Background: an optimization exercise with open tools, aiming at small area, a short achievable clock period and few clock cycles per item. Do not read the settings as production practice.
At most, simulation tests tie the RTL to the original design; equivalence was not proved.
The RTL of runs 3 to 8 was laid out without a check of its function.

==> flow/design.v <==
module unsigned_nonrestoring #(
    parameter int WIDTH = 32
) (
    input logic go,
    input logic[WIDTH-1:0] divisor,
    input logic[WIDTH-1:0] dividend,
    input logic clk, rst,
    output logic done,
    output logic[WIDTH-1:0] quotient,
    output logic[WIDTH-1:0] remainder,
    output logic divide_by_zero
);
typedef enum logic [1:0] {
    WAIT,
    COMPUTE,
    DONE
} state_t;
state_t next_state, state_R;
logic[WIDTH-1:0] Q_R, next_Q, quotient_R, next_quotient, remainder_R, next_remainder;
logic[WIDTH:0] A_R, next_A, B_R, next_B, B_twos_comp_R, next_B_twos_comp;
logic[$clog2(WIDTH):0] Count_R, next_Count;
logic done_R, next_done;
logic divide_by_zero_R, next_divide_by_zero;
assign done = done_R;
assign divide_by_zero = divide_by_zero_R;
assign quotient = quotient_R;
assign remainder = remainder_R;
always_ff @(posedge clk or posedge rst) begin
    if(rst) begin
        state_R <= WAIT;
        Q_R <= '0;
        A_R <= '0;
        B_R <= '0;
        B_twos_comp_R <= '0;
        Count_R <= '0;
        quotient_R <= '0;
        remainder_R <= '0;
        done_R <= 1'b0;
        divide_by_zero_R <= 1'b0;
    end
    else begin
        state_R <= next_state;
        Q_R <= next_Q;
        A_R <= next_A;
        B_R <= next_B;
        B_twos_comp_R <= next_B_twos_comp;
        Count_R <= next_Count;
        quotient_R <= next_quotient;
        remainder_R <= next_remainder;
        done_R <= next_done;
        divide_by_zero_R <= next_divide_by_zero;
    end
end 
logic[WIDTH:0] A_temp;
always_comb begin
    logic[WIDTH:0] one;
    one = 1;
    A_temp = '0;
    next_Q = Q_R;
    next_A = A_R;
    next_B = B_R;
    next_B_twos_comp = B_twos_comp_R;
    next_Count = Count_R;
    next_remainder = remainder_R;
    next_quotient = quotient_R;
    next_state = state_R;
    next_divide_by_zero = divide_by_zero_R;
    next_done = done_R;
    case(state_R)
        WAIT: begin
            if (go) begin
                if(divisor == 0) begin
                    next_state = DONE;
                    next_done = 1'b1;
                    next_divide_by_zero = 1'b1;
                end
                else begin
                    next_A = '0;
                    next_B = {1'b0,divisor};
                    next_B_twos_comp = ~next_B + one;
                    next_Q = dividend;
                    next_Count = WIDTH;
                    next_state = COMPUTE;
                end
            end
        end
        COMPUTE: begin
            if(A_R[WIDTH]) begin
                A_temp = {A_R[WIDTH-1:0], Q_R[WIDTH-1]};
                next_A = A_temp + B_R;
            end else begin
                A_temp = {A_R[WIDTH-1:0], Q_R[WIDTH-1]};
                next_A = A_temp + B_twos_comp_R;
            end
            next_Q = {Q_R[WIDTH-2:0],~next_A[WIDTH]};
            next_Count = Count_R - 1;
            if(next_Count == 0) begin 
                next_state = DONE;
                if(next_A[WIDTH]) next_remainder = next_A[WIDTH-1:0] + B_R;
                else next_remainder = next_A[WIDTH-1:0];
                next_quotient = next_Q[WIDTH-1:0];
                next_done = 1;
            end
        end
        DONE: begin
            next_done = 0;
            next_divide_by_zero = 1'b0;
            next_state = WAIT;
        end
    endcase
end
endmodule
==> flow/run.sh <==
#!/bin/bash
# synth_recipe.tcl (not shown) runs the flow's synth.tcl, then flattens the netlist and writes it again
# the make line also repeats each setting of config.mk as NAME=value (left out here)
make -C /OpenROAD-flow-scripts/flow DESIGN_CONFIG=/design/flow/config.mk WORK_HOME=/design/flow/orfs CLKGATE_MAP_FILE= SYNTH_SCRIPT=/design/flow/synth_recipe.tcl finish
==> flow/config.mk <==
export PLATFORM = sky130hd
export DESIGN_NAME = unsigned_nonrestoring
export DESIGN_NICKNAME = unsigned_nonrestoring
export VERILOG_FILES = /design/flow/design.v
export SDC_FILE = /design/flow/constraint.sdc
export NUM_CORES = 4
export LEC_CHECK = 0
export CAP_MARGIN = 20
export CORE_MARGIN = 2
export CORE_UTILIZATION = 40
export SLEW_MARGIN = 20
==> flow/constraint.sdc <==
create_clock -name core_clock -period 6.0 [get_ports {clk}]
set_input_delay 1.2000 -clock core_clock [delete_from_list [all_inputs] [get_ports {clk}]]
set_output_delay 1.2000 -clock core_clock [all_outputs]
set_load 0.01 [all_outputs]
==> notes.md, run 1 <==
Wire length per cell: 17.60 um
Vias in the first global route: 10280
FP Rows: 64
Register bit total from synthesis: 203
I/O pin cnt: 133
Synth Instances: 1395
RSZ-0062 raised after global routing: no
Total global routing overflow: 0
Commonest cells post-synth: 306 x nand2_1, 203 x dfrtp_1, 129 x o21ai_0, 75 x ha_1, 69 x a21oi_1
Syn. warnings: 1
Buffers on Ports: 132
Final routed DRC violation total: 0
GRT Overall Usage: 20.68%
DRT Pass-1 Iters: 5
Post-synth EDFFs: 0
Detail Route Antenna Nets: 0
Status: complete, no violations
Via density: 5.359
H-tree Lvls: 1
Fin crit period: 5565 ps
CTS tree: yes
Clock latency on the worst-skew pair: 550 ps
CP Data Required Time: 6400 ps
Vias: 10320
Fmax: 179.7 MHz
Post-Syn Area: 12600 um^2
Hold Crit Class: register to register
Clock Tree Root: clkbuf_16
Post-CTS sizing: 0
Worst setup SP type: register
Initial DRC Count: 478
Fin. Hold Viols: 0
Fin Clk Skew: 18.06 ps
Clk slew on worst S/H paths: 60 ps
Nets: 1656
Clock buffer depth: 3
CTS sink count: 203
Post-synth cell types: 64
Syn_nets: 1539
Top-count cell post-synth: nand2_1
Post-Route Setup TNS: 0 ps
Fin crit share: 92.76%
Inserted Diodes: 0
Main synth FF type: dfrtp_1
Placed cells: 1881
Non-Filler Instances: 1926
Drt total wl: 33890 um
Pin count of the biggest net entering global routing: 93
Post-synth ARST share: 100.0%
Crit-path max FO: 20
Hold Buf Count CTS: 0
First-pass GRT wire length: 55450 um
Clock buffer count from CTS: 25
Setup CP Type: register to register
Antenna violations before repair: 0
Register area share after synthesis: 40.31%
Chip Width: 181.5 um
Yosys top cell by area: dfrtp_1
Synth Area per Inst: 9.035 um^2
Top cell type's share of synthesized area: 40.31%
Dpl hpwl: 24800 um
Layout cells sized above 1: 9.542%
Final Slew Violations: 0
Die footprint: 32940 um^2
Placer Congestion: 0.8832
# setup viols final: 0
Post CTS Setup Buffer Count: 0
Top cells by area, synth: dfrtp_1 40%, nand2_1 9.1%, ha_1 7.4%
Max-cap violations: 0
Worst endpoint data arrival time: 5970 ps
Initial core utilization: 40.88%
Die height: 181.5 um
Core Area: 30830 um^2
Worst-Margin Slew: 1134 ps
Slew margin rel.: 24.41%
CP endpoint kind: register
Area growth, synth to finish: 20.64%
## path summary, 6_finish.rpt
kind	from	to	slack (ps)	depth (start not counted)
max	A_R[32]$_DFFE_PP0P_	remainder_R[29]$_DFFE_PP0P_	430	24
min	quotient_R[9]$_DFFE_PP0P_	quotient_R[9]$_DFFE_PP0P_	470	2
max reg2reg	A_R[32]$_DFFE_PP0P_	remainder_R[29]$_DFFE_PP0P_	430	24
min reg2reg	quotient_R[9]$_DFFE_PP0P_	quotient_R[9]$_DFFE_PP0P_	470	2
max in group asynchronous	rst	B_R[24]$_DFFE_PP0P_	4070	3
min in group asynchronous	rst	quotient_R[8]$_DFFE_PP0P_	1060	2
## stage by stage
step	utilization [%]	hold slack (ps)	worst slack [ps]	instance area, um^2
after floorplan	-	435.8	974.0	12610
after global placement	46.66	450.5	677.6	14390
after detailed placement	46.66	460.8	490.5	14390
after CTS	49.32	477.3	479.5	15200
after global routing	49.32	498.0	34.04	15200
final	49.32	471.4	434.6	15200
## state kept, by name, summed over array words and instances, names as in the netlist
register	flops
B_R	31
state_R	2
remainder_R	32
done_R	1
quotient_R	32
B_twos_comp_R	33
A_R	33
divide_by_zero_R	1
Q_R	32
Count_R	6
## critical path: stages (launching register included)
cell and delay [ps]:
dfrtp_1 470, buf_4 340, mux2_2 380, ha_1 360
a211oi_1 250, nor2_1 80, nor3_1 380, a21oi_1 130
nor2b_1 260, o21bai_1 140, a21o_1 190, a21oi_1 170
xor2_1 240, inv_1 80, ha_1 390, a21o_1 200
a21o_1 170, a21oi_1 220, nor4_1 70, a21oi_1 140
o211ai_1 150, o21ba_2 240, mux2i_1 110, o21ai_0 180
a31oi_1 100
## cell families (layout without fill, tap and decap cells)
family                     Yosys count  count (layout)  share of synthesized area (%)
DFF                                203             203                          40.31
muxes                              118             118                          9.977
xor gates and xnor gates            77              77                          5.351
AOI/OAI and AO/OA                  323             323                          15.69
buffers and inverters               99             234                          3.445
and+or+nand+nor                    498             498                          17.47
adders and majority gates           77              77                          7.763
## metal layers
layer | part of all wire (%) | vias to the layer above | GRT usage, % | wire [um]
met5 | 0 | - | 0 | 0
met4 | 3.0 | 0 | 5.886 | 1011
met3 | 6.7 | 54 | 5.074 | 2277
met2 | 44 | 245 | 33.10 | 15030
met1 | 46 | 4896 | 27.85 | 15570
li1 | - | 5127 | - | -
## area by class of cell
cell class	instances	area, um^2
Clock buffer	35	713.2
Clock inverter	10	106.4
Fill cell	2916	15630
Inverter	35	135.1
Multi-Input combinational cell	1093	7138
Sequential cell	203	5080
Tap cell	396	495.5
Timing Repair Buffer	154	1536
## cell usage in the layout (no fill, tap or decap), types with 4 or more instances in the layout
| cell | n |
|---|---|
| a211oi_1 | 12 |
| a21o_1 | 28 |
| clkdlybuf4s50_1 | 132 |
| or3_1 | 10 |
| ha_1 | 74 |
| xor2_1 | 35 |
| nand2b_1 | 15 |
| nor4_1 | 6 |
| nand2_1 | 305 |
| a21oi_1 | 69 |
| dfrtp_1 | 203 |
| mux2_2 | 61 |
| buf_12 | 4 |
| mux2i_1 | 57 |
| o31ai_1 | 11 |
| nand4_1 | 11 |
| o211ai_1 | 11 |
| clkbuf_16 | 25 |
| o311ai_0 | 4 |
| inv_1 | 34 |
| a31oi_1 | 7 |
| or4_1 | 4 |
| o21a_1 | 15 |
| o21ai_0 | 129 |
| nor2b_1 | 6 |
| nor2_1 | 53 |
| nor3_1 | 24 |
| clkbuf_8 | 5 |
| xnor2_1 | 42 |
| buf_4 | 18 |
| o21bai_1 | 7 |
| nand3_1 | 42 |
| clkbuf_1 | 5 |
Testbench counts, summed over its fixed seeds: cycles 108,792, divisions 3,200.
==> run 2, diff against run 1 <==
==> flow/design.v (replaced) <==
module unsigned_nonrestoring #(
    parameter int WIDTH = 32
) (
    input logic go,
    input logic[WIDTH-1:0] divisor,
    input logic[WIDTH-1:0] dividend,
    input logic clk, rst,
    output logic done,
    output logic[WIDTH-1:0] quotient,
    output logic[WIDTH-1:0] remainder,
    output logic divide_by_zero
);
logic align_R, iter_R, done_R, dbz_R;
logic [3:0] cnt_R;
logic [31:0] Q_R, A_R, B_R;
logic [33:0] B3_R;
assign done = done_R;
assign divide_by_zero = dbz_R;
assign quotient = Q_R;
assign remainder = A_R;
function automatic logic [5:0] lzc32(input logic [31:0] x);
    lzc32 = 6'd32;
    for (int i = 0; i < 32; i++)
        if (x[i]) lzc32 = 6'(31 - i);
endfunction
logic [5:0] lza, lzb;
logic [6:0] kdiff;       
logic [4:0] ndig;        
logic [5:0] sh;          
logic [63:0] shifted;
logic bzero;
always_comb begin
    lza = lzc32(Q_R);
    lzb = lzc32(B_R);
    bzero = (B_R == 32'd0);
    kdiff = {1'b0, lzb} - {1'b0, lza} + 7'd1;
    if (kdiff[6] || kdiff == 7'd0) ndig = 5'd0;
    else ndig = 5'((kdiff + 7'd1) >> 1);
    sh = 6'd32 - {ndig, 1'b0};
    shifted = {32'd0, Q_R} << sh;
end
logic [33:0] W;
logic [34:0] d1, d3;
logic [33:0] d2;
logic [1:0] qd;
logic [31:0] A_next;
always_comb begin
    W = {A_R, Q_R[31:30]};
    d1 = {1'b0, W} - {3'b0, B_R};
    d2 = {W[33:1] - {1'b0, B_R}, W[0]};
    d3 = {1'b0, W} - {1'b0, B3_R};
    if (!d3[34]) begin
        qd = 2'd3; A_next = d3[31:0];
    end else if (!d2[33]) begin
        qd = 2'd2; A_next = d2[31:0];
    end else if (!d1[34]) begin
        qd = 2'd1; A_next = d1[31:0];
    end else begin
        qd = 2'd0; A_next = W[31:0];
    end
end
always_ff @(posedge clk or posedge rst) begin
    if (rst) begin
        align_R <= 1'b0;
        iter_R <= 1'b0;
        done_R <= 1'b0;
        dbz_R <= 1'b0;
    end else begin
        done_R <= 1'b0;
        if (align_R) begin
            align_R <= 1'b0;
            dbz_R <= bzero;
            if (bzero || ndig == 5'd0) done_R <= 1'b1;
            else iter_R <= 1'b1;
        end else if (iter_R) begin
            if (cnt_R == 4'd0) begin
                iter_R <= 1'b0;
                done_R <= 1'b1;
            end
        end else if (go) begin
            align_R <= 1'b1;
        end
    end
end
always_ff @(posedge clk) begin
    if (align_R) begin
        {A_R, Q_R} <= shifted;
        B3_R <= {2'b0, B_R} + {1'b0, B_R, 1'b0};
        cnt_R <= 4'(ndig - 5'd1);
    end else if (iter_R) begin
        A_R <= A_next;
        Q_R <= {Q_R[29:0], qd};
        cnt_R <= cnt_R - 4'd1;
    end else begin
        Q_R <= dividend;
        B_R <= divisor;
    end
end
endmodule
==> notes.md, run 2 <==
Worst setup SP type: register
Via density: 6.025
Post-route cell area: 20810 um^2
Inserted Diodes: 0
Crit-path max FO: 6
Placed Area: 18930 um^2
Core Area: 38470 um^2
Layout cells sized above 1: 21.75%
Die footprint: 40300 um^2
Pin count of the biggest net entering global routing: 54
Total global routing overflow: 0
Chip Width: 200.7 um
Max-cap violations: 0
Nets: 2425
Dpl hpwl: 50400 um
Top cells by area, synth: edfxtp_1 20%, ha_1 13%, a21oi_1 5.5%
Final Slew Violations: 0
Vias: 16390
FP Rows: 72
Most common cell after layout, fill and taps aside: buf_4
Crit path largest cell delay: 380 ps
Main synth FF type: edfxtp_1
Area growth, synth to finish: 34.39%
CTS sink count: 138
Commonest cells post-synth: 170 x a21oi_1, 165 x nand2_1, 164 x ha_1, 143 x nor2_1, 113 x inv_1
Hold Buf Count CTS: 0
Antenna violations before repair: 0
Reg-to-reg slack, setup: -20 ps
Top cell type's share of synthesized area: 19.78%
Status: finished with violations
Synth Instances: 1853
I/O pin cnt: 133
Placer Congestion: 0.9899
RSZ-0062 raised after global routing: yes
Hold Crit Class: register to register
Fin crit share: 100.3%
Syn. warnings: 1
Setup CP Type: register to register
Top-count cell post-synth: a21oi_1
# setup viols final: 3
Initial DRC Count: 1237
Yosys top cell by area: edfxtp_1
Worst endpoint data arrival time: 6230 ps
DRT Pass-1 Iters: 5
Fin. Hold Viols: 0
Violated Checks: negative setup slack
Syn_nets: 2089
Final routed DRC violation total: 0
Clk slew on worst S/H paths: 60 ps
Post-Syn Area: 15480 um^2
Die height: 200.7 um
Worst-Margin Slew: 1042 ps
GRT Overall Usage: 30.60%
Pre-CTS WS: -660.0 ps
Fin Clk Skew: 10.87 ps
Detail Route Antenna Nets: 0
Fillcell total: 3621
Fmax: 166.2 MHz
CP endpoint kind: register
Register area: 3809 um^2
Synth Area per Inst: 8.355 um^2
Multi-input gate area: 11900 um^2
Register area share after synthesis: 24.57%
CTS tree: yes
CP Data Required Time: 6210 ps
Biggest register: B3_R
Most frequent cells in the layout: 218 x buf_4, 159 x ha_1, 144 x nand2_1, 143 x a21oi_1, 134 x nor2_1
Initial core utilization: 40.25%
Clock latency on the worst-skew pair: 460 ps
Post-synth EDFFs: 102
Max reg flops: 34
Clock buffer count from CTS: 17
Wire length per cell: 23.22 um
Slew margin rel.: 30.54%
Critical path's slowest cell: fa_2
H-tree Lvls: 4
Final WS setup: -18.56 ps
Clock Tree Root: clkbuf_16
Post-synth cell types: 86
Register bit total from synthesis: 138
Fin crit period: 6019 ps
Post-synth ARST share: 2.899%
First-pass GRT wire length: 94490 um
Clock buffer depth: 2
Drt total wl: 63170 um
Vias in the first global route: 15880
Buffers on Ports: 132
## run 2: cell families after synthesis
kind of cell | synth area share, %
AOI/OAI and AO/OA | 26.68
and+or+nand+nor | 16.06
buffers and inverters | 4.865
adders and majority gates | 13.90
DFF | 24.57
xor gates and xnor gates | 6.279
muxes | 7.653
## run 2: per-layer routing
metal | global-route usage (%) | share of wire (%) | vias to the layer above
li1 | - | - | 7695
met1 | 38.34 | 43 | 7961
met2 | 52.75 | 48 | 599
met3 | 3.782 | 4.8 | 133
met4 | 13.73 | 4.4 | 0
met5 | 0 | 0 | -
## run 2: area by class of cell
cell class	instances	area share (%)
Tap cell	518	3.115
Clock inverter	11	0.3788
Multi-Input combinational cell	1531	57.20
Sequential cell	138	18.30
Inverter	115	2.147
Clock buffer	21	2.471
Timing Repair Buffer	386	16.39
## run 2: per-stage QoR
step	utilization [%]	std cells	hold WS [ps]	setup TNS, ps
5_1_grt	54.09	2720	533.8	-9075
3_3_place_gp	49.20	2659	505.4	-23910
6_report	54.09	2720	511.2	-35.95
3_5_place_dp	49.20	2659	501.4	-25260
2_1_floorplan	-	1853	525.8	0
4_1_cts	52.19	2709	515.6	-2096
## run 2: what timing repair did
item | in CTS | in global routing
pin swaps | 38 | 51
endpoints found under the setup margin | 64 | 64
endpoints found under the hold margin | 0 | 0
setup buffers | 19 | 19
gates resized for setup | 91 | 149
gates cloned | 0 | 0
## run 2: final timing paths
path                                   start                 to  cells after the start
setup reg to reg            B_R[1]$_DFFE_PP_  A_R[27]$_DFFE_PN_                     31
setup / recovery            B_R[1]$_DFFE_PP_  A_R[27]$_DFFE_PN_                     31
hold reg to reg            dbz_R$_DFFE_PP0P_  dbz_R$_DFFE_PP0P_                      1
hold / removal             dbz_R$_DFFE_PP0P_  dbz_R$_DFFE_PP0P_                      1
max in group asynchronous                rst  align_R$_DFF_PP0_                      2
min in group asynchronous                rst  align_R$_DFF_PP0_                      2
## run 2: worst max-delay path: cells and delay by family, from the launching register on
kind	cells	cell delay [ps]
multiplexers	1	360
buffers and inverters	8	890
XOR/XNOR	1	170
AND/OR/NAND/NOR	8	1050
flip-flops	1	370
adder cells (fa/ha/maj)	5	1190
AO/OA/AOI/OAI	8	1710
Testbench counts of run 2, summed over its fixed seeds: cycles 20,152, divisions 3,200.
==> run 3, diff against run 2 <==
--- a/flow/design.v
+++ b/flow/design.v
@@ -16,2 +16,3 @@
 logic [33:0] B3_R;
+logic [5:0] lza_R, lzb_R;
 assign done = done_R;
@@ -21,21 +22,41 @@
 function automatic logic [5:0] lzc32(input logic [31:0] x);
-    lzc32 = 6'd32;
-    for (int i = 0; i < 32; i++)
-        if (x[i]) lzc32 = 6'(31 - i);
+    logic [15:0] v1; logic [15:0] c1;
+    logic [7:0] v2; logic [1:0] c2 [8];
+    logic [3:0] v3; logic [2:0] c3 [4];
+    logic [1:0] v4; logic [3:0] c4 [2];
+    for (int i = 0; i < 16; i++) begin
+        v1[i] = x[2*i+1] | x[2*i];
+        c1[i] = ~x[2*i+1];
+    end
+    for (int i = 0; i < 8; i++) begin
+        v2[i] = v1[2*i+1] | v1[2*i];
+        c2[i] = v1[2*i+1] ? {1'b0, c1[2*i+1]} : {1'b1, c1[2*i]};
+    end
+    for (int i = 0; i < 4; i++) begin
+        v3[i] = v2[2*i+1] | v2[2*i];
+        c3[i] = v2[2*i+1] ? {1'b0, c2[2*i+1]} : {1'b1, c2[2*i]};
+    end
+    for (int i = 0; i < 2; i++) begin
+        v4[i] = v3[2*i+1] | v3[2*i];
+        c4[i] = v3[2*i+1] ? {1'b0, c3[2*i+1]} : {1'b1, c3[2*i]};
+    end
+    if (v4[1]) lzc32 = {2'b00, c4[1]};
+    else if (v4[0]) lzc32 = {2'b01, c4[0]};
+    else lzc32 = 6'd32;
 endfunction
-logic [5:0] lza, lzb;
-logic [6:0] kdiff;       
-logic [4:0] ndig;        
-logic [5:0] sh;          
-logic [63:0] shifted;
+logic [6:0] t;
+logic [4:0] ndig;
+logic [31:0] rot, amask;
 logic bzero;
 always_comb begin
-    lza = lzc32(Q_R);
-    lzb = lzc32(B_R);
-    bzero = (B_R == 32'd0);
-    kdiff = {1'b0, lzb} - {1'b0, lza} + 7'd1;
-    if (kdiff[6] || kdiff == 7'd0) ndig = 5'd0;
-    else ndig = 5'((kdiff + 7'd1) >> 1);
-    sh = 6'd32 - {ndig, 1'b0};
-    shifted = {32'd0, Q_R} << sh;
+    t = {1'b0, lzb_R} - {1'b0, lza_R} + 7'd2;
+    if (t[6] || t[5:1] == 5'd0) ndig = 5'd0;
+    else ndig = t[5:1];
+    bzero = lzb_R[5];
+    rot = Q_R;
+    if (ndig[0]) rot = {rot[1:0], rot[31:2]};
+    if (ndig[1]) rot = {rot[3:0], rot[31:4]};
+    if (ndig[2]) rot = {rot[7:0], rot[31:8]};
+    if (ndig[3]) rot = {rot[15:0], rot[31:16]};
+    for (int i = 0; i < 32; i++) amask[i] = (6'(i) < 6'd32 - {ndig, 1'b0});
 end
@@ -86,13 +107,16 @@
     if (align_R) begin
-        {A_R, Q_R} <= shifted;
-        B3_R <= {2'b0, B_R} + {1'b0, B_R, 1'b0};
+        A_R <= rot & amask;
+        Q_R <= rot & ~amask;
         cnt_R <= 4'(ndig - 5'd1);
-    end else if (iter_R) begin
+    end else begin
         A_R <= A_next;
-        Q_R <= {Q_R[29:0], qd};
+        Q_R <= iter_R ? {Q_R[29:0], qd} : dividend;
         cnt_R <= cnt_R - 4'd1;
-    end else begin
-        Q_R <= dividend;
+    end
+    if (!align_R && !iter_R) begin
         B_R <= divisor;
+        lza_R <= lzc32(dividend);
+        lzb_R <= lzc32(divisor);
     end
+    if (!iter_R) B3_R <= {2'b0, B_R} + {1'b0, B_R, 1'b0};
 end
==> notes.md, run 3 <==
Status: complete, no violations
Placer Congestion: 0.9196
Die height: 197.3 um
Top cell type's share of synthesized area: 15.67%
Top-count cell post-synth: mux2i_1
Top cells by area, synth: edfxtp_1 16%, ha_1 12%, mux2i_1 9.7%
DRT Pass-1 Iters: 5
Buf/Inv on CP: 3
Nets: 2099
Buffers on Ports: 132
Clock buffer count from CTS: 17
I/O pin cnt: 133
CTS sink count: 150
Initial DRC Count: 900
Setup CP Type: register to register
Register area share after synthesis: 25.44%
Post-synth ARST share: 2.667%
Post-Route Setup TNS: 0 ps
Max reg flops: 34
Fillcell total: 3594
Fin Clk Skew: 12.73 ps
Register bit total from synthesis: 150
Max-cap violations: 0
RSZ-0062 raised after global routing: no
Post-CTS sizing: 0
Pin count of the biggest net entering global routing: 53
GRT Overall Usage: 26.39%
Syn. warnings: 7
Most common cell after layout, fill and taps aside: mux2i_1
CP endpoint kind: register
Detail Route Antenna Nets: 0
Worst-Margin Slew: 1081 ps
Synth Instances: 1765
Syn_nets: 1981
Cell repeated most along the worst path: ha_1
Commonest cells post-synth: 145 x mux2i_1, 144 x ha_1, 142 x nand2_1, 131 x nor2_1, 127 x a21oi_1
First-pass GRT wire length: 78330 um
Vias in the first global route: 13710
Main synth FF type: edfxtp_1
Crit path largest cell delay: 460 ps
Hold Buf Count CTS: 0
Crit-path max FO: 31
Vias: 13980
Non-Filler Instances: 2364
Synth Area per Inst: 8.470 um^2
Fin crit period: 4664 ps
Drt total wl: 51160 um
Area growth, synth to finish: 15.77%
Cell chain of the critical path: inv_1, ha_1, inv_1, ha_1, a211oi_1, or4b_4, nand3_2, and2_1, inv_4, ha_1, nand2_1, nor2_1, ha_1, and2_1, nand2_1, a21oi_1, nor3_1, a221o_1
CP delay by family, top: adder cells
Pre-CTS WS: 1324 ps
CTS tree: yes
Chip Width: 197.3 um
Via density: 5.912
Post-synth cell types: 92
Biggest register: B3_R
Final WS setup: 1336 ps
Post-Syn Area: 14950 um^2
H-tree Lvls: 4
Fin crit share: 77.73%
Fmax: 214.4 MHz
Most frequent cells in the layout: 145 x mux2i_1, 144 x ha_1, 142 x nand2_1, 132 x clkdlybuf4s50_1, 130 x nor2_1
Post-synth EDFFs: 78
Hold Crit Class: register to register
Yosys top cell by area: edfxtp_1
Placed cells: 2332
Antenna violations before repair: 2
Fin. Hold Viols: 0
Inserted Diodes: 0
Multi-input gate area: 10450 um^2
Clk slew on worst S/H paths: 80 ps
FP Rows: 70
Slew margin rel.: 27.68%
Clock Tree Root: clkbuf_16
Final Slew Violations: 0
Clock buffer depth: 2
Layout cells sized above 1: 4.747%
# setup viols final: 0
CP Data Required Time: 6350 ps
Core Area: 36700 um^2
Worst setup SP type: register
Wire length per cell: 21.64 um
Initial core utilization: 40.74%
Critical path's slowest cell: edfxtp_1
Worst endpoint data arrival time: 5020 ps
Die footprint: 38940 um^2
Dpl hpwl: 42270 um
Clock latency on the worst-skew pair: 460 ps
Total global routing overflow: 0
Register area: 3806 um^2
Post CTS Setup Buffer Count: 0
Final routed DRC violation total: 0
run 3: changes by cell type after synthesis, moves of 10 or more:
| cell | change |
|---|---|
| o21a_1 | -10 |
| nand4_1 | -10 |
| xor2_1 | +14 |
| clkbuf_1 | -23 |
| a21o_1 | +13 |
| nand2_1 | -23 |
| mux4_2 | -20 |
| a21oi_1 | -43 |
| edfxtp_1 | -24 |
| ha_1 | -20 |
| nor2_1 | -12 |
| mux2i_1 | +80 |
| o22ai_1 | -13 |
| dfxtp_1 | +36 |
run 3: logic make-up (layout without fill, tap and decap cells):
logic type                 count (synthesis)  in the layout  share of synthesized area, %
xor gates and xnor gates                 119            119                         7.123
AOI/OAI and AO/OA                        551            551                         24.77
buffers and inverters                    170            301                         4.863
adders and majority gates                149            149                         12.72
muxes                                    151            151                         10.16
and+or+nand+nor                          475            475                         14.92
DFF                                      150            150                         25.44
run 3: path summary, 6_finish.rpt:
| check | startpoint | to | slack [ps] | depth (start not counted) |
|---|---|---|---|---|
| min reg2reg | cnt_R[0]$_DFF_P_ | cnt_R[0]$_DFF_P_ | 520 | 1 |
| max reg2reg | lzb_R[1]$_DFFE_PP_ | A_R[5]$_DFF_P_ | 1340 | 18 |
| max | lzb_R[1]$_DFFE_PP_ | A_R[5]$_DFF_P_ | 1340 | 18 |
| min | cnt_R[0]$_DFF_P_ | cnt_R[0]$_DFF_P_ | 520 | 1 |
| max in group asynchronous | rst | iter_R$_DFFE_PP0P_ | 4890 | 2 |
| min in group asynchronous | rst | dbz_R$_DFFE_PP0P_ | 940 | 2 |
run 3: through the flow:
stage	hold slack (ps)	area, um^2	utilization [%]
after floorplan	448.1	14950	-
after global placement	463.0	16750	45.64
after detailed placement	475.9	16750	45.64
after CTS	528.1	17310	47.16
after global routing	540.7	17310	47.16
final	522.7	17310	47.16
run 3: cell type report:
cell class	instances	area share [%]
multi-input combinational	1445	60.37
sequential	150	21.99
inverter	118	2.574
clock buffer	17	2.458
timing repair buffer	151	8.459
clock inverter	15	0.7591
tap	468	3.383
run 3: layer usage:
| layer | routed length, um | up-vias | GRT usage, % |
|---|---|---|---|
| li1 | - | 6804 | - |
| met1 | 22720 | 6624 | 34.05 |
| met2 | 24060 | 473 | 45.04 |
| met3 | 2738 | 74 | 3.739 |
| met4 | 1634 | 0 | 9.162 |
| met5 | 0 | - | 0 |
run 3: worst reg2reg max path: cells and delay by family, from the launching register on:
family / cells / cell delay [ps]
AO/OA/AOI/OAI: 3 / 970
adder cells (fa/ha/maj): 4 / 1350
buffers and inverters: 3 / 600
flip-flops: 1 / 460
AND/OR/NAND/NOR: 8 / 1200
==> run 4, diff against run 3 <==
--- a/flow/design.v
+++ b/flow/design.v
@@ -47,16 +47,14 @@
 logic [6:0] t;
-logic [4:0] ndig;
 logic [31:0] rot, amask;
-logic bzero;
+logic bzero, qzero;
 always_comb begin
     t = {1'b0, lzb_R} - {1'b0, lza_R} + 7'd2;
-    if (t[6] || t[5:1] == 5'd0) ndig = 5'd0;
-    else ndig = t[5:1];
+    qzero = t[6] || t[5:1] == 5'd0;
     bzero = lzb_R[5];
     rot = Q_R;
-    if (ndig[0]) rot = {rot[1:0], rot[31:2]};
-    if (ndig[1]) rot = {rot[3:0], rot[31:4]};
-    if (ndig[2]) rot = {rot[7:0], rot[31:8]};
-    if (ndig[3]) rot = {rot[15:0], rot[31:16]};
-    for (int i = 0; i < 32; i++) amask[i] = (6'(i) < 6'd32 - {ndig, 1'b0});
+    if (t[1]) rot = {rot[1:0], rot[31:2]};
+    if (t[2]) rot = {rot[3:0], rot[31:4]};
+    if (t[3]) rot = {rot[7:0], rot[31:8]};
+    if (t[4]) rot = {rot[15:0], rot[31:16]};
+    for (int i = 0; i < 32; i++) amask[i] = (6'(i) < 6'd32 - {t[5:1], 1'b0});
 end
@@ -93,3 +91,3 @@
             dbz_R <= bzero;
-            if (bzero || ndig == 5'd0) done_R <= 1'b1;
+            if (bzero || qzero) done_R <= 1'b1;
             else iter_R <= 1'b1;
@@ -107,5 +105,5 @@
     if (align_R) begin
-        A_R <= rot & amask;
-        Q_R <= rot & ~amask;
-        cnt_R <= 4'(ndig - 5'd1);
+        A_R <= qzero ? Q_R : rot & amask;
+        Q_R <= qzero ? 32'd0 : rot & ~amask;
+        cnt_R <= 4'(t[5:1] - 5'd1);
     end else begin
--- a/flow/config.mk
+++ b/flow/config.mk
@@ -10,2 +10,3 @@
 export CORE_UTILIZATION = 40
+export SETUP_SLACK_MARGIN = 2.5
 export SLEW_MARGIN = 20
==> notes.md, run 4 <==
Fmax: 280.5 MHz
Syn. warnings: 7
Slew margin rel.: 25.66%
Die height: 201.9 um
Fin Clk Skew: 17.12 ps
Chip Width: 201.9 um
CTS tree: yes
Pin count of the biggest net entering global routing: 59
Syn_nets: 2159
Synth Instances: 1943
Buffers on Ports: 132
Register bit total from synthesis: 150
Setup CP Type: register to register
Clock Tree Root: clkbuf_16
Yosys top cell by area: edfxtp_1
Worst endpoint data arrival time: 3870 ps
Most frequent cells in the layout: 186 x nand2_1, 171 x a21oi_1, 151 x nor2_1, 132 x clkdlybuf4s50_1, 122 x ha_1
Multi-input gate area: 11830 um^2
Register area share after synthesis: 24.27%
H-tree Lvls: 4
Commonest cells post-synth: 189 x nand2_1, 182 x a21oi_1, 158 x nor2_1, 144 x ha_1, 132 x o21ai_0
RSZ-0062 raised after global routing: yes
CP Data Required Time: 6310 ps
Worst-Margin Slew: 1110 ps
Top-count cell post-synth: nand2_1
Max-cap violations: 0
CP endpoint kind: register
Reg-to-reg slack, setup: 2440 ps
Fin. Hold Viols: 0
Biggest register: B3_R
First-pass GRT wire length: 89230 um
Initial core utilization: 40.55%
Synth Area per Inst: 8.065 um^2
Vias in the first global route: 14850
Clock buffer depth: 2
Clock latency on the worst-skew pair: 460 ps
Total global routing overflow: 0
Fillcell total: 3656
Dpl hpwl: 45620 um
Detail Route Antenna Nets: 0
CTS sink count: 150
Final Slew Violations: 0
Area growth, synth to finish: 26.09%
FP Rows: 72
Status: complete, no violations
Register area: 3842 um^2
Worst setup SP type: register
Fin crit period: 3565 ps
Max reg flops: 34
Final core utilization: 51.13%
Hold Buf Count CTS: 0
Main synth FF type: edfxtp_1
Clk slew on worst S/H paths: 70 ps
Layout cells sized above 1: 15.63%
Post-synth ARST share: 2.667%
Post-Syn Area: 15670 um^2
Final routed DRC violation total: 0
Clock buffer count from CTS: 17
Die footprint: 40770 um^2
# setup viols final: 0
Most common cell after layout, fill and taps aside: nand2_1
Placer Congestion: 0.9728
Top cell type's share of synthesized area: 14.95%
Post-synth cell types: 90
Hold Crit Class: register to register
I/O pin cnt: 133
Post-Route Setup TNS: 0 ps
Vias: 16090
Wire length per cell: 23.42 um
Antenna violations before repair: 1
Fin crit share: 59.41%
Nets: 2334
Initial DRC Count: 1596
Crit-path max FO: 7
Core Area: 38650 um^2
Post-synth EDFFs: 78
Drt total wl: 62070 um
Top cells by area, synth: edfxtp_1 15%, ha_1 11%, dfxtp_1 8.7%
Via density: 6.071
Placed Area: 17460 um^2
Post-route cell area: 19760 um^2
DRT Pass-1 Iters: 5
GRT Overall Usage: 28.72%
==> run 4: cell types whose count changed after synthesis, sizes merged, moves of 11 or more <==
cell,previous run,this run
nand2,142,189
o21ai,126,146
a211oi,24,43
o32ai,3,16
o211ai,22,41
nor2,131,158
mux4,0,17
clkbuf,28,53
a21oi,128,183
mux2i,145,61
inv,117,128
nor3,35,53
==> run 4: cell type report <==
class	instances	area share [%]
clock buffers	22	2.413
clock inverters	10	0.4686
multi-input cells	1584	59.85
repair buffers	237	12.01
well taps	518	3.280
flip-flops and latches	150	19.45
inverters	128	2.520
diodes	1	0.01266
==> run 4: path summary, 6_finish.rpt <==
check                                      start                 end  cells past startpoint
min in group asynchronous                    rst   align_R$_DFF_PP0_                      2
worst min register to register  cnt_R[0]$_DFF_P_    cnt_R[0]$_DFF_P_                      1
worst min-delay path            cnt_R[0]$_DFF_P_    cnt_R[0]$_DFF_P_                      1
worst max-delay path             Q_R[30]$_DFF_P_      A_R[3]$_DFF_P_                     14
max in group asynchronous                    rst  iter_R$_DFFE_PP0P_                      2
worst max register to register   Q_R[30]$_DFF_P_      A_R[3]$_DFF_P_                     14
==> run 4: per-stage QoR <==
step                      instances  setup slack [ps]  hold WS [ps]
final                          2650              2435         504.0
after global routing           2649              2369         520.8
after detailed placement       2528              1314         493.7
after CTS                      2592              2444         502.8
after floorplan                1943              2513         458.6
after global placement         2528              1310         480.8
==> run 4: per-layer routing <==
layer | vias to the layer above | track usage (%) | routed length (um)
met3 | 116 | 3.918 | 4272
met5 | - | 0 | 0
li1 | 7580 | - | -
met2 | 633 | 46.24 | 28270
met4 | 0 | 10.06 | 2444
met1 | 7758 | 39.41 | 27090
==> run 4: worst max-delay path, stage by stage, from the launching register on <==
cell and delay (ps):
dfxtp_4 410, clkinvlp_4 180, ha_4 210, fa_2 350
nand2b_4 160, a21o_1 230, a211oi_4 340, a2111oi_4 180
nor3_4 270, nor3_4 130, buf_6 160, clkbuf_16 160
a211o_1 310, a311oi_2 240, a21oi_1 70
==> run 4: cell families (layout without fill, tap and decap cells) <==
kind of cell	after synthesis	count (layout)	synth area share, %
fa+ha+maj	149	149	12.14
other cells	0	1	0
simple gates	581	585	17.49
compound gates	658	658	27.71
buf+inv	214	397	5.581
flops	150	150	24.27
mux	85	85	6.843
xor+xnor	106	107	5.973
==> run 4: repair_timing <==
item	in CTS	in global routing
setup endpoints to repair	69	48
resized for setup	77	174
buffers inserted	29	49
pin swaps	20	56
gates cloned	3	8
==> run 5, diff against run 4 <==
--- a/flow/design.v
+++ b/flow/design.v
@@ -13,5 +13,4 @@
 logic align_R, iter_R, done_R, dbz_R;
-logic [3:0] cnt_R;
-logic [31:0] Q_R, A_R, B_R;
-logic [33:0] B3_R;
+logic [4:0] cnt_R;
+logic [31:0] Q_R, R_R, B_R;
 logic [5:0] lza_R, lzb_R;
@@ -20,3 +19,3 @@
 assign quotient = Q_R;
-assign remainder = A_R;
+assign remainder = R_R;
 function automatic logic [5:0] lzc32(input logic [31:0] x);
@@ -46,35 +45,16 @@
 endfunction
-logic [6:0] t;
-logic [31:0] rot, amask;
+logic [6:0] d;
+logic [31:0] bsh;
 logic bzero, qzero;
 always_comb begin
-    t = {1'b0, lzb_R} - {1'b0, lza_R} + 7'd2;
-    qzero = t[6] || t[5:1] == 5'd0;
+    d = {1'b0, lzb_R} - {1'b0, lza_R};
     bzero = lzb_R[5];
-    rot = Q_R;
-    if (t[1]) rot = {rot[1:0], rot[31:2]};
-    if (t[2]) rot = {rot[3:0], rot[31:4]};
-    if (t[3]) rot = {rot[7:0], rot[31:8]};
-    if (t[4]) rot = {rot[15:0], rot[31:16]};
-    for (int i = 0; i < 32; i++) amask[i] = (6'(i) < 6'd32 - {t[5:1], 1'b0});
+    qzero = d[6];
+    bsh = B_R << d[4:0];
 end
-logic [33:0] W;
-logic [34:0] d1, d3;
-logic [33:0] d2;
-logic [1:0] qd;
-logic [31:0] A_next;
+logic [32:0] diff;
+logic qd;
 always_comb begin
-    W = {A_R, Q_R[31:30]};
-    d1 = {1'b0, W} - {3'b0, B_R};
-    d2 = {W[33:1] - {1'b0, B_R}, W[0]};
-    d3 = {1'b0, W} - {1'b0, B3_R};
-    if (!d3[34]) begin
-        qd = 2'd3; A_next = d3[31:0];
-    end else if (!d2[33]) begin
-        qd = 2'd2; A_next = d2[31:0];
-    end else if (!d1[34]) begin
-        qd = 2'd1; A_next = d1[31:0];
-    end else begin
-        qd = 2'd0; A_next = W[31:0];
-    end
+    diff = {1'b0, R_R} - {1'b0, B_R};
+    qd = !diff[32];
 end
@@ -94,3 +74,3 @@
         end else if (iter_R) begin
-            if (cnt_R == 4'd0) begin
+            if (cnt_R == 5'd0) begin
                 iter_R <= 1'b0;
@@ -105,11 +85,12 @@
     if (align_R) begin
-        A_R <= qzero ? Q_R : rot & amask;
-        Q_R <= qzero ? 32'd0 : rot & ~amask;
-        cnt_R <= 4'(t[5:1] - 5'd1);
+        B_R <= bsh;
+        Q_R <= '0;
+        cnt_R <= d[4:0];
+    end else if (iter_R) begin
+        if (qd) R_R <= diff[31:0];
+        B_R <= {1'b0, B_R[31:1]};
+        Q_R <= {Q_R[30:0], qd};
+        cnt_R <= cnt_R - 5'd1;
     end else begin
-        A_R <= A_next;
-        Q_R <= iter_R ? {Q_R[29:0], qd} : dividend;
-        cnt_R <= cnt_R - 4'd1;
-    end
-    if (!align_R && !iter_R) begin
+        R_R <= dividend;
         B_R <= divisor;
@@ -118,3 +99,2 @@
     end
-    if (!iter_R) B3_R <= {2'b0, B_R} + {1'b0, B_R, 1'b0};
 end
--- a/flow/config.mk
+++ b/flow/config.mk
@@ -10,3 +10,2 @@
 export CORE_UTILIZATION = 40
-export SETUP_SLACK_MARGIN = 2.5
 export SLEW_MARGIN = 20
==> notes.md, run 5 <==
Critical R2R Launch: R_R[0]$_DFFE_PP_
FP Rows: 53
Non-Filler Instances: 1381
Cell chain of the critical path: inv_1, ha_1, fa_1, nand2b_1, a21oi_1, o21ai_0, o21ai_0, a21oi_1, a21bo_2, o22ai_4, buf_4
Worst endpoint data arrival time: 3610 ps
Final routed DRC violation total: 0
Synth Instances: 980
H-tree Lvls: 4
Die footprint: 22680 um^2
Syn. warnings: 7
Critical path's slowest cell: buf_4
Initial DRC Count: 937
Via density: 5.748
First-pass GRT wire length: 42110 um
Clock buffer depth: 2
Clock latency on the worst-skew pair: 430 ps
Crit-path max FO: 33
Dpl hpwl: 20610 um
Most frequent cells in the layout: 132 x clkdlybuf4s50_1, 98 x nor2_1, 94 x nand2_1, 90 x mux2i_1, 76 x a21oi_1
Clock Tree Root: clkbuf_16
Critical hold path startpoint: Q_R[0]$_SDFFE_PP0P_
I/O pin cnt: 133
Clock buffer count from CTS: 17
Wire length per cell: 19.84 um
Post-Syn Area: 8597 um^2
Post-CTS sizing: 0
CP endpoint kind: register
Fin crit period: 3544 ps
Top cells by area, synth: edfxtp_1 18%, dfxtp_1 14%, mux2i_1 10%
Post-synth cell types: 71
Commonest cells post-synth: 98 x nor2_1, 94 x nand2_1, 90 x mux2i_1, 76 x a21oi_1, 67 x inv_1
Core Area: 21090 um^2
Buffers on Ports: 132
Post CTS Setup Buffer Count: 0
Initial core utilization: 40.77%
Fin Clk Skew: 12.48 ps
Max-cap violations: 0
Placer Congestion: 0.9063
Pin count of the biggest net entering global routing: 74
CP Data Required Time: 6070 ps
Vias in the first global route: 7552
Inserted Diodes: 0
Chip Width: 150.6 um
Critical path launch point: R_R[0]$_DFFE_PP_
Slew margin rel.: 29.29%
Buf/Inv on CP: 2
Crit path largest cell delay: 430 ps
Hold Crit Class: register to register
Clk slew on worst S/H paths: 60 ps
# setup viols final: 0
CTS sink count: 117
Fin crit share: 59.07%
Register area share after synthesis: 33.42%
Hold Buf Count CTS: 0
Setup CP Type: register to register
Nets: 1202
DRT Pass-1 Iters: 5
Status: complete, no violations
Detail Route Antenna Nets: 0
Top cell type's share of synthesized area: 17.81%
Placed cells: 1349
Total global routing overflow: 0
Area growth, synth to finish: 25.51%
Reg-to-reg slack, setup: 2460 ps
Register bit total from synthesis: 117
Top-count cell post-synth: nor2_1
Drt total wl: 27400 um
Vias: 7938
Most common cell after layout, fill and taps aside: clkdlybuf4s50_1
CP delay by family, top: compound AO/OA/AOI/OAI gates
Synth Area per Inst: 8.772 um^2
Post-Route Setup TNS: 0 ps
Fin. Hold Viols: 0
GRT Overall Usage: 24.42%
Die height: 150.6 um
Hold path cells: 1
Yosys top cell by area: edfxtp_1
Placed Area: 10190 um^2
Final Slew Violations: 0
Fmax: 282.2 MHz
Worst setup SP type: register
Largest regs: B_R (32), Q_R (32), R_R (32)
Main synth FF type: dfxtp_1
Syn_nets: 1089
Worst r2r path cells: 11
CTS tree: yes
Post-route cell area: 10790 um^2
Post-synth EDFFs: 51
Reg2Reg Capture Point: R_R[0]$_DFFE_PP_
Worst-Margin Slew: 1053 ps
Layout cells sized above 1: 9.042%
RSZ-0062 raised after global routing: no
Antenna violations before repair: 0
Post-synth ARST share: 3.419%
Hold EP: Q_R[0]$_SDFFE_PP0P_
run 5: layer usage:
layer | vias to the layer above | part of all wire [%] | track usage [%]
met5 | - | 0 | 0
met4 | 0 | 1.7 | 6.402
met3 | 40 | 7.7 | 5.030
met2 | 338 | 45 | 37.48
met1 | 3735 | 46 | 35.02
li1 | 3825 | - | -
run 5: area by class of cell:
| type | count | area (um^2) |
|---|---|---|
| Tap cell | 275 | 344.1 |
| Multi-Input combinational cell | 745 | 5300 |
| Clock buffer | 20 | 500.5 |
| Inverter | 68 | 255.2 |
| Sequential cell | 117 | 2878 |
| Timing Repair Buffer | 144 | 1411 |
| Clock inverter | 12 | 101.3 |
| Fill cell | 1994 | 10300 |
run 5: logic make-up (layout without fill, tap and decap cells):
| group | Yosys count | count (layout) | synth area share [%] |
|---|---|---|---|
| buffers and inverters | 118 | 244 | 5.298 |
| muxes | 127 | 127 | 17.33 |
| adders and majority gates | 42 | 42 | 6.287 |
| and+or+nand+nor | 303 | 303 | 16.08 |
| xor gates and xnor gates | 32 | 32 | 3.260 |
| AOI/OAI and AO/OA | 241 | 241 | 18.32 |
| DFF | 117 | 117 | 33.42 |
run 5: worst max-delay path by stage:
stage | depth (start not counted) | end | slack (ps)
floorplan | 10 | R_R[0]$_DFFE_PP_ | 1910
global placement | 8 | lzb_R[1]$_DFFE_PP_ | 2460
detailed placement | 8 | lzb_R[1]$_DFFE_PP_ | 2400
CTS | 11 | R_R[4]$_DFFE_PP_ | 2500
global route | 11 | R_R[0]$_DFFE_PP_ | 2290
finish | 11 | R_R[0]$_DFFE_PP_ | 2460
run 5: per-stage QoR:
| stage | worst slack (ps) | utilization, % | hold WS, ps |
|---|---|---|---|
| after floorplan | 1905 | - | 511.1 |
| after global placement | 2462 | 48.31 | 472.4 |
| after detailed placement | 2397 | 48.31 | 472.0 |
| after CTS | 2497 | 51.17 | 486.1 |
| after global routing | 2287 | 51.17 | 506.7 |
| final | 2456 | 51.17 | 483.0 |
run 5: worst reg2reg max path, stage by stage, from the launching register on:
cell      delay (ps)
edfxtp_1         340
inv_1             50
ha_1             230
fa_1             380
nand2b_1         200
a21oi_1          240
o21ai_0          190
o21ai_0          420
a21oi_1          220
a21bo_2          280
o22ai_4          160
buf_4            430
==> run 6, diff against run 5 <==
--- a/flow/config.mk
+++ b/flow/config.mk
@@ -10,2 +10,3 @@
 export CORE_UTILIZATION = 40
+export SETUP_SLACK_MARGIN = 2.5
 export SLEW_MARGIN = 20
==> notes.md, run 6 <==
Status: complete, no violations
Wire length per cell: 20.03 um
Top cell type's share of synthesized area: 17.81%
Register bit total from synthesis: 117
CP delay by family, top: compound AO/OA/AOI/OAI gates
Buf/Inv on CP: 3
Clock buffer depth: 2
Clock buffer count from CTS: 17
Initial DRC Count: 729
RSZ-0062 raised after global routing: no
Pre-CTS WS: 2342 ps
Top-count cell post-synth: nor2_1
Total global routing overflow: 0
Die footprint: 22680 um^2
Fin Clk Skew: 11.11 ps
Clock latency on the worst-skew pair: 420 ps
Most common cell after layout, fill and taps aside: clkdlybuf4s50_1
Hold path cells: 2
Via density: 5.706
Worst r2r path cells: 13
Dpl hpwl: 21040 um
Area growth, synth to finish: 25.41%
Main synth FF type: dfxtp_1
Post-synth cell types: 71
Core Area: 21090 um^2
Crit path largest cell delay: 560 ps
Chip Width: 150.6 um
Placed cells: 1350
First-pass GRT wire length: 42770 um
Register area share after synthesis: 33.42%
CTS tree: yes
Post-synth ARST share: 3.419%
Crit-path max FO: 37
Worst path depth: 13
Final WS setup: 2665 ps
Drt total wl: 27700 um
Final Slew Violations: 0
Clock Tree Root: clkbuf_16
Hold Slack: 496.5 ps
Critical path's slowest cell: fa_2
Buffers on Ports: 132
Final routed DRC violation total: 0
Initial core utilization: 40.77%
Top cells by area, synth: edfxtp_1 18%, dfxtp_1 14%, mux2i_1 10%
Post-Syn Area: 8597 um^2
Commonest cells post-synth: 98 x nor2_1, 94 x nand2_1, 90 x mux2i_1, 76 x a21oi_1, 67 x inv_1
Setup CP Type: register to register
Antenna violations before repair: 0
CP endpoint kind: register
Fin crit period: 3335 ps
CP Data Required Time: 6140 ps
Fmax: 299.9 MHz
Vias: 7892
Clk slew on worst S/H paths: 60 ps
Slew margin rel.: 32.76%
Fin. Hold Viols: 0
Synth Area per Inst: 8.772 um^2
Pin count of the biggest net entering global routing: 74
Max-cap violations: 0
Post-synth EDFFs: 51
Inserted Diodes: 0
Largest regs: B_R (32), Q_R (32), R_R (32)
Hold Crit Class: register to register
H-tree Lvls: 4
I/O pin cnt: 133
Synth Instances: 980
Cell chain of the critical path: inv_1, ha_1, inv_1, fa_2, buf_12, mux2_2, a22oi_1, nand2_1, o21ai_1, nand2_1, o21ai_0, a21bo_2, a21oi_1
Detail Route Antenna Nets: 0
CTS sink count: 117
Critical R2R Launch: lzb_R[0]$_DFFE_PP_
# setup viols final: 0
Non-Filler Instances: 1383
Yosys top cell by area: edfxtp_1
FP Rows: 53
Nets: 1204
Placer Congestion: 0.8868
Worst setup SP type: register
Worst-Margin Slew: 1009 ps
Critical path launch point: lzb_R[0]$_DFFE_PP_
Syn. warnings: 7
DRT Pass-1 Iters: 5
Die height: 150.6 um
Vias in the first global route: 7775
Syn_nets: 1089
Fin crit share: 55.58%
Critical hold path startpoint: Q_R[31]$_SDFFE_PP0P_
GRT Overall Usage: 24.76%
Post-Route Setup TNS: 0 ps
Layout cells sized above 1: 9.206%
Most frequent cells in the layout: 132 x clkdlybuf4s50_1, 98 x nor2_1, 94 x nand2_1, 90 x mux2i_1, 76 x a21oi_1
Worst endpoint data arrival time: 3480 ps
-- run 6: cell counts after synthesis --
No cell type changed its count.
-- run 6: layout make-up --
cell class                      count  area (um^2)
Multi-Input combinational cell    745         5300
Clock buffer                       18        439.2
Tap cell                          275        344.1
Clock inverter                     14        126.4
Fill cell                        1985        10310
Timing Repair Buffer              146         1439
Inverter                           68        255.2
Sequential cell                   117         2878
-- run 6: metal layers --
metal  vias to the layer above  share of wire, %  wire length, um  track usage, %
li1                       3816                 -                -               -
met1                      3745                45            12580           34.83
met2                       284                46            12710           38.93
met3                        47               6.5             1794           4.030
met4                         0               2.2              612           7.897
met5                         -                 0                0               0
-- run 6: final timing paths --
kind                                        end  slack [ps]
min reg2reg                Q_R[31]$_SDFFE_PP0P_         500
max reg2reg                   B_R[30]$_DFFE_PP_        2670
min                        Q_R[31]$_SDFFE_PP0P_         500
max                           B_R[30]$_DFFE_PP_        2670
min in group asynchronous     dbz_R$_DFFE_PP0P_         970
max in group asynchronous    iter_R$_DFFE_PP0P_        4860
-- run 6: worst reg2reg max path: stages (launching register included) --
cell and delay (ps):
edfxtp_1 360, inv_1 90, ha_1 150, inv_1 70, fa_2 560, buf_12 240, mux2_2 420, a22oi_1 320
nand2_1 90, o21ai_1 330, nand2_1 90, o21ai_0 130, a21bo_2 170, a21oi_1 50
-- run 6: kinds of logic (layout without fill, tap and decap cells) --
| family | after synthesis | in the layout | share of synthesized area, % |
|---|---|---|---|
| buffers and inverters | 118 | 246 | 5.298 |
| and+or+nand+nor | 303 | 303 | 16.08 |
| xor gates and xnor gates | 32 | 32 | 3.260 |
| DFF | 117 | 117 | 33.42 |
| muxes | 127 | 127 | 17.33 |
| adders and majority gates | 42 | 42 | 6.287 |
| AOI/OAI and AO/OA | 241 | 241 | 18.32 |
-- run 6: through the flow --
| stage | util [%] | cell area (um^2) |
|---|---|---|
| after floorplan | - | 8603 |
| after global placement | 48.35 | 10200 |
| after detailed placement | 48.35 | 10200 |
| after CTS | 51.09 | 10770 |
| after global routing | 51.13 | 10780 |
| final | 51.13 | 10780 |
-- run 6: timing repair --
action / 4_1_cts / 5_1_grt
gates cloned: 0 / 0
endpoints found under the setup margin: 21 / 2
pin swaps: 1 / 0
buffers inserted: 1 / 0
hold buffers: 0 / 0
resized for setup: 1 / 4
==> run 7, diff against run 6 <==
--- a/flow/config.mk
+++ b/flow/config.mk
@@ -10,3 +10,3 @@
 export CORE_UTILIZATION = 40
-export SETUP_SLACK_MARGIN = 2.5
+export SETUP_SLACK_MARGIN = 3.5
 export SLEW_MARGIN = 20
==> notes.md, run 7 <==
Worst endpoint data arrival time: 3290 ps
Core Area: 21090 um^2
Cell repeated most along the worst path: nand2_2
Initial DRC Count: 797
RSZ-0062 raised after global routing: yes
Status: complete, no violations
Routed met1 length: 13570 um
Commonest cells post-synth: 98 x nor2_1, 94 x nand2_1, 90 x mux2i_1, 76 x a21oi_1, 67 x inv_1
Synth Instances: 980
Vias in the first global route: 7788
Slew margin rel.: 32.99%
Fin crit period: 3027 ps
Top cells by area, synth: edfxtp_1 18%, dfxtp_1 14%, mux2i_1 10%
GRT Overall Usage: 25.37%
Crit-path max FO: 5
Yosys top cell by area: edfxtp_1
Fmax: 330.4 MHz
H-tree Lvls: 4
Fillcell total: 1793
Chip Width: 150.6 um
Clock latency on the worst-skew pair: 440 ps
Buf/Inv on CP: 4
Top-count cell post-synth: nor2_1
# setup viols final: 0
Top cell type's share of synthesized area: 17.81%
Multi-input gate area: 6337 um^2
Placer Congestion: 0.9591
Post-Route Setup TNS: 0 ps
First-pass GRT wire length: 43810 um
Synth Area per Inst: 8.772 um^2
DRT Pass-1 Iters: 6
Setup CP Type: register to register
Largest regs: B_R (32), Q_R (32), R_R (32)
CP endpoint kind: register
Main synth FF type: dfxtp_1
Die height: 150.6 um
Area growth, synth to finish: 46.62%
Clock buffer count from CTS: 17
Wire length per cell: 20.87 um
FP Rows: 53
Crit path largest cell delay: 600 ps
Post-Syn Area: 8597 um^2
Final Slew Violations: 0
Dpl hpwl: 20770 um
Hold Crit Class: register to register
WL met3: 2033 um
I/O pin cnt: 133
Post-synth cell types: 71
Cell chain of the critical path: inv_1, ha_2, inv_2, fa_2, buf_12, buf_8, mux4_2, nand2_2, nand2_2, mux2i_2, nor2_1, a31oi_1, a21oi_1
Die footprint: 22680 um^2
Final routed DRC violation total: 0
Layout cells sized above 1: 29.43%
Fin Clk Skew: 13.91 ps
Worst-Margin Slew: 1005 ps
Clock Tree Root: clkbuf_16
Syn_nets: 1089
Most common cell after layout, fill and taps aside: dlygate4sd2_1
Critical path's slowest cell: fa_2
Pin count of the biggest net entering global routing: 74
Post-synth EDFFs: 51
Initial core utilization: 40.77%
Worst setup SP type: register
Vias: 8587
Detail Route Antenna Nets: 0
Pre-CTS WS: 2482 ps
Clock buffer depth: 2
CP Data Required Time: 6270 ps
Buffers on Ports: 132
Register bit total from synthesis: 117
Syn. warnings: 7
Total global routing overflow: 0
CTS sink count: 117
Post-synth ARST share: 3.419%
Met2 wire len: 13900 um
Register area: 2908 um^2
CTS tree: yes
Clk slew on worst S/H paths: 60 ps
Final WS setup: 2973 ps
Max-cap violations: 0
Drt total wl: 30510 um
Fin crit share: 50.44%
CP delay by family, top: adder cells
Antenna violations before repair: 1
Nets: 1282
Register area share after synthesis: 33.42%
Most frequent cells in the layout: 93 x dlygate4sd2_1, 92 x nor2_1, 84 x nand2_1, 80 x mux2i_1, 62 x inv_1
Max layer used: met4
Fin. Hold Viols: 0
Via density: 5.873
-- run 7: worst paths after layout --
kind                                            from                    to  slack (ps)  depth (start not counted)
worst min-delay path            Q_R[31]$_SDFFE_PP0P_  Q_R[31]$_SDFFE_PP0P_         490                          2
worst max register to register    lzb_R[0]$_DFFE_PP_       B_R[24]$_DFF_P_        2970                         13
min in group asynchronous                        rst     dbz_R$_DFFE_PP0P_         950                          2
max in group asynchronous                        rst    iter_R$_DFFE_PP0P_        4880                          2
worst min register to register  Q_R[31]$_SDFFE_PP0P_  Q_R[31]$_SDFFE_PP0P_         490                          2
worst max-delay path              lzb_R[0]$_DFFE_PP_       B_R[24]$_DFF_P_        2970                         13
-- run 7: logic make-up (layout without fill, tap and decap cells) --
kind of cell    count (synthesis)  count (layout)  synth area share (%)
other cells                     0               1                     0
mux                           127             127                 17.33
flops                         117             117                 33.42
simple gates                  303             303                 16.08
compound gates                241             241                 18.32
fa+ha+maj                      42              42                 6.287
buf+inv                       118             324                 5.298
xor+xnor                       32              32                 3.260
-- run 7: stage by stage --
stage / util (%) / hold WS, ps / area, um^2 / instances
finish: 59.77 / 490.2 / 12600 / 1462
global route: 59.76 / 517.1 / 12600 / 1461
CTS: 54.58 / 497.2 / 11510 / 1412
detailed placement: 48.87 / 486.8 / 10310 / 1348
global placement: 48.87 / 475.3 / 10310 / 1348
floorplan: - / 511.1 / 8783 / 980
-- run 7: repair_timing --
action / in CTS / in global routing
resized for setup: 227 / 146
buffers inserted: 32 / 43
pin swaps: 27 / 76
hold endpoints to repair: 0 / 0
cloned: 0 / 6
hold buffers: 0 / 0
setup endpoints to repair: 167 / 97
-- run 7: cell type report --
cell class	count	area share, %
repair buffers	224	17.18
clock buffers	19	3.772
clock inverters	13	0.8537
diodes	1	0.01985
multi-input cells	745	50.28
inverters	68	2.094
flip-flops and latches	117	23.07
well taps	275	2.730
-- run 7: worst min-delay path, stage by stage (launching register included) --
cell and delay (ps):
dfxtp_1 320, mux2i_1 60, nor2_1 70
-- run 7: layer usage --
layer / track usage (%) / up-vias
met3: 5.212 / 84
met2: 38.36 / 393
met4: 9.533 / 0
met1: 35.68 / 4137
li1: - / 3973
met5: 0 / -
==> run 8, diff against run 7 <==
--- a/flow/config.mk
+++ b/flow/config.mk
@@ -9,4 +9,4 @@
 export CORE_MARGIN = 2
-export CORE_UTILIZATION = 40
-export SETUP_SLACK_MARGIN = 3.5
+export CORE_UTILIZATION = 60
+export SETUP_SLACK_MARGIN = 3.0
 export SLEW_MARGIN = 20
==> notes.md, run 8 <==
Worst setup SP type: register
Top-count cell post-synth: nor2_1
Layout cells sized above 1: 18.65%
Clock Tree Root: clkbuf_16
Post-route cell area: 11490 um^2
Pin count of the biggest net entering global routing: 73
Synth Area per Inst: 8.772 um^2
Cell repeated most along the worst path: inv_2
Clk slew on worst S/H paths: 70 ps
Clock buffer depth: 2
Critical path's slowest cell: fa_4
Register bit total from synthesis: 117
Vias: 8963
Main synth FF type: dfxtp_1
H-tree Lvls: 4
Hold Crit Class: register to register
Final Slew Violations: 0
Syn_nets: 1089
Post-synthesis simple-gate area fraction: 16.08%
Post-synth ARST share: 3.419%
Worst endpoint data arrival time: 3540 ps
Die height: 123.7 um
Register area share after synthesis: 33.42%
Core Area: 13930 um^2
Commonest cells post-synth: 98 x nor2_1, 94 x nand2_1, 90 x mux2i_1, 76 x a21oi_1, 67 x inv_1
Inserted Diodes: 0
DRT Pass-1 Iters: 8
Detail Route Antenna Nets: 0
Via density: 6.780
Post-synth EDFFs: 51
Fin Clk Skew: 17.43 ps
Yosys top cell by area: edfxtp_1
I/O pin cnt: 133
Largest family of logic cells by synthesized area: compound AO/OA/AOI/OAI gates
Post-synth cell types: 71
Nets: 1238
Hold Buf Count CTS: 0
Final core utilization: 82.43%
Buf/Inv on CP: 3
Fin crit share: 53.65%
Placed cells: 1252
Synth Area in Adders: 6.287%
Clock buffer count from CTS: 17
Non-Filler Instances: 1322
Synth Instances: 980
Top cells by area, synth: edfxtp_1 18%, dfxtp_1 14%, mux2i_1 10%
Dpl hpwl: 19640 um
Wire length per cell: 22.61 um
Syn. warnings: 7
Proportion of synthesized area in mux cells: 17.33%
Most frequent cells in the layout: 128 x clkdlybuf4s50_1, 93 x nor2_1, 88 x nand2_1, 81 x mux2i_1, 64 x inv_1
CTS tree: yes
Max-cap violations: 0
Synth Area in XOR/XNOR: 3.260%
Slew margin rel.: 37.79%
First-pass GRT wire length: 43210 um
# setup viols final: 0
Most common cell after layout, fill and taps aside: clkdlybuf4s50_1
CP endpoint kind: register
Chip Width: 123.7 um
Initial core utilization: 61.70%
Fmax: 310.7 MHz
FP Rows: 43
Setup CP Type: register to register
Vias in the first global route: 8027
Top cell type's share of synthesized area: 17.81%
Area growth, synth to finish: 33.60%
Antenna violations before repair: 0
Buffers on Ports: 132
Drt total wl: 29890 um
GRT Overall Usage: 37.18%
CTS sink count: 117
Status: complete, no violations
Die footprint: 15300 um^2
Cell chain of the critical path: inv_2, ha_4, inv_2, fa_4, bufbuf_16, mux4_2, nor2_1, a21oi_1, a21oi_2, nand2_1, o21ai_0
Fin. Hold Viols: 0
Worst-Margin Slew: 933.1 ps
Crit-path max FO: 8
Final routed DRC violation total: 0
Clock latency on the worst-skew pair: 440 ps
Fin crit period: 3219 ps
Hold Slack: 509.8 ps
Initial DRC Count: 1196
Placer Congestion: 0.9585
CP delay by family, top: adder cells
RSZ-0062 raised after global routing: yes
Largest regs: B_R (32), Q_R (32), R_R (32)
Post-Route Setup TNS: 0 ps
Compound-Gate Fraction of Synth Area: 18.32%
Placed Area: 10070 um^2
CP Data Required Time: 6320 ps
Post-Syn Area: 8597 um^2
Total global routing overflow: 0
Crit path largest cell delay: 870 ps
run 8: layer usage:
layer / GRT usage [%] / share of wire [%]
met5: 0 / 0
met2: 58.89 / 45
met1: 47.33 / 37
met3: 8.974 / 12
met4: 18.89 / 5.6
run 8: logic make-up (layout without fill, tap and decap cells):
family,count (synthesis),count (layout)
xor gates and xnor gates,32,32
DFF,117,117
AOI/OAI and AO/OA,241,241
adders and majority gates,42,42
muxes,127,127
buffers and inverters,118,280
and+or+nand+nor,303,303
run 8: final timing paths:
kind / end / cells past startpoint / slack, ps / from
setup / recovery: B_R[11]$_DFF_P_ / 11 / 2780 / lzb_R[0]$_DFFE_PP_
hold reg to reg: Q_R[31]$_SDFFE_PP0P_ / 2 / 510 / Q_R[31]$_SDFFE_PP0P_
min in group asynchronous: iter_R$_DFFE_PP0P_ / 2 / 950 / rst
max in group asynchronous: iter_R$_DFFE_PP0P_ / 2 / 4880 / rst
hold / removal: Q_R[31]$_SDFFE_PP0P_ / 2 / 510 / Q_R[31]$_SDFFE_PP0P_
setup reg to reg: B_R[11]$_DFF_P_ / 11 / 2780 / lzb_R[0]$_DFFE_PP_
run 8: metrics by stage:
step	setup slack, ps
global placement	2437
finish	2781
CTS	2820
detailed placement	2327
floorplan	3031
global route	2745
run 8: repair_timing:
item / CTS / global route
pin swaps: 17 / 21
resized for setup: 59 / 62
endpoints found under the setup margin: 73 / 75
gates cloned: 2 / 2
setup buffers: 21 / 13
run 8: final cells by class:
cell class	instances	area [um^2]
Sequential cell	117	2889
Multi-Input combinational cell	745	5707
Inverter	68	259.0
Clock inverter	10	85.08
Fill cell	875	2449
Timing Repair Buffer	180	1814
Clock buffer	22	506.7
Tap cell	180	225.2
run 8: worst min-delay path: stages, from the launching register on:
cell	delay [ps]
dfxtp_1	340
mux2i_1	70
nor2_1	70

-- afterwards: timing with drivers on the ports --
How much do the figures lean on ideal ports? The routed layouts below were timed once more, with nothing changed but the port constraints.
Step 1 (the two cells are an assumption about what drives the block):
set clk [get_ports {clk}]
set_driving_cell -lib_cell sky130_fd_sc_hd__clkbuf_16 $clk
set_driving_cell -lib_cell sky130_fd_sc_hd__buf_2 [delete_from_list [all_inputs] $clk]
Step 2 times the ports against the registers' clock, not the clock port: input delays grow and output delays shrink by t, the midpoint of the rising clock arrivals with the driver on.
Three values: no drivers, after step 1, after step 2; two values: the first two.
| run | t, ns | setup WS [ns] | clock arrival spread, ns | worst register clock-pin slew, ns | pins driven straight from the clock port |
|---|---|---|---|---|---|
| run 1 | 0.585 | 0.435 / 0.435 / 0.435 | 0.018 / 0.018 | 0.07 / 0.07 | 1 |
| run 2 | 0.517 | -0.019 / -0.019 / -0.019 | 0.012 / 0.012 | 0.07 / 0.07 | 1 |
| run 3 | 0.507 | 1.336 / 1.336 / 1.336 | 0.012 / 0.012 | 0.08 / 0.08 | 1 |
| run 4 | 0.514 | 2.435 / 2.435 / 2.147 | 0.018 / 0.017 | 0.08 / 0.08 | 1 |
| run 5 | 0.473 | 2.456 / 2.456 / 2.373 | 0.012 / 0.012 | 0.07 / 0.07 | 1 |
| run 6 | 0.465 | 2.665 / 2.665 / 2.400 | 0.012 / 0.011 | 0.06 / 0.06 | 1 |
| run 7 | 0.476 | 2.973 / 2.973 / 2.882 | 0.014 / 0.014 | 0.07 / 0.07 | 1 |
| run 8 | 0.471 | 2.781 / 2.781 / 2.472 | 0.017 / 0.018 | 0.07 / 0.07 | 1 |
The setup slack of run 8, which loses most, moves by 0.000 ns with the drivers and by -0.309 ns with both steps.
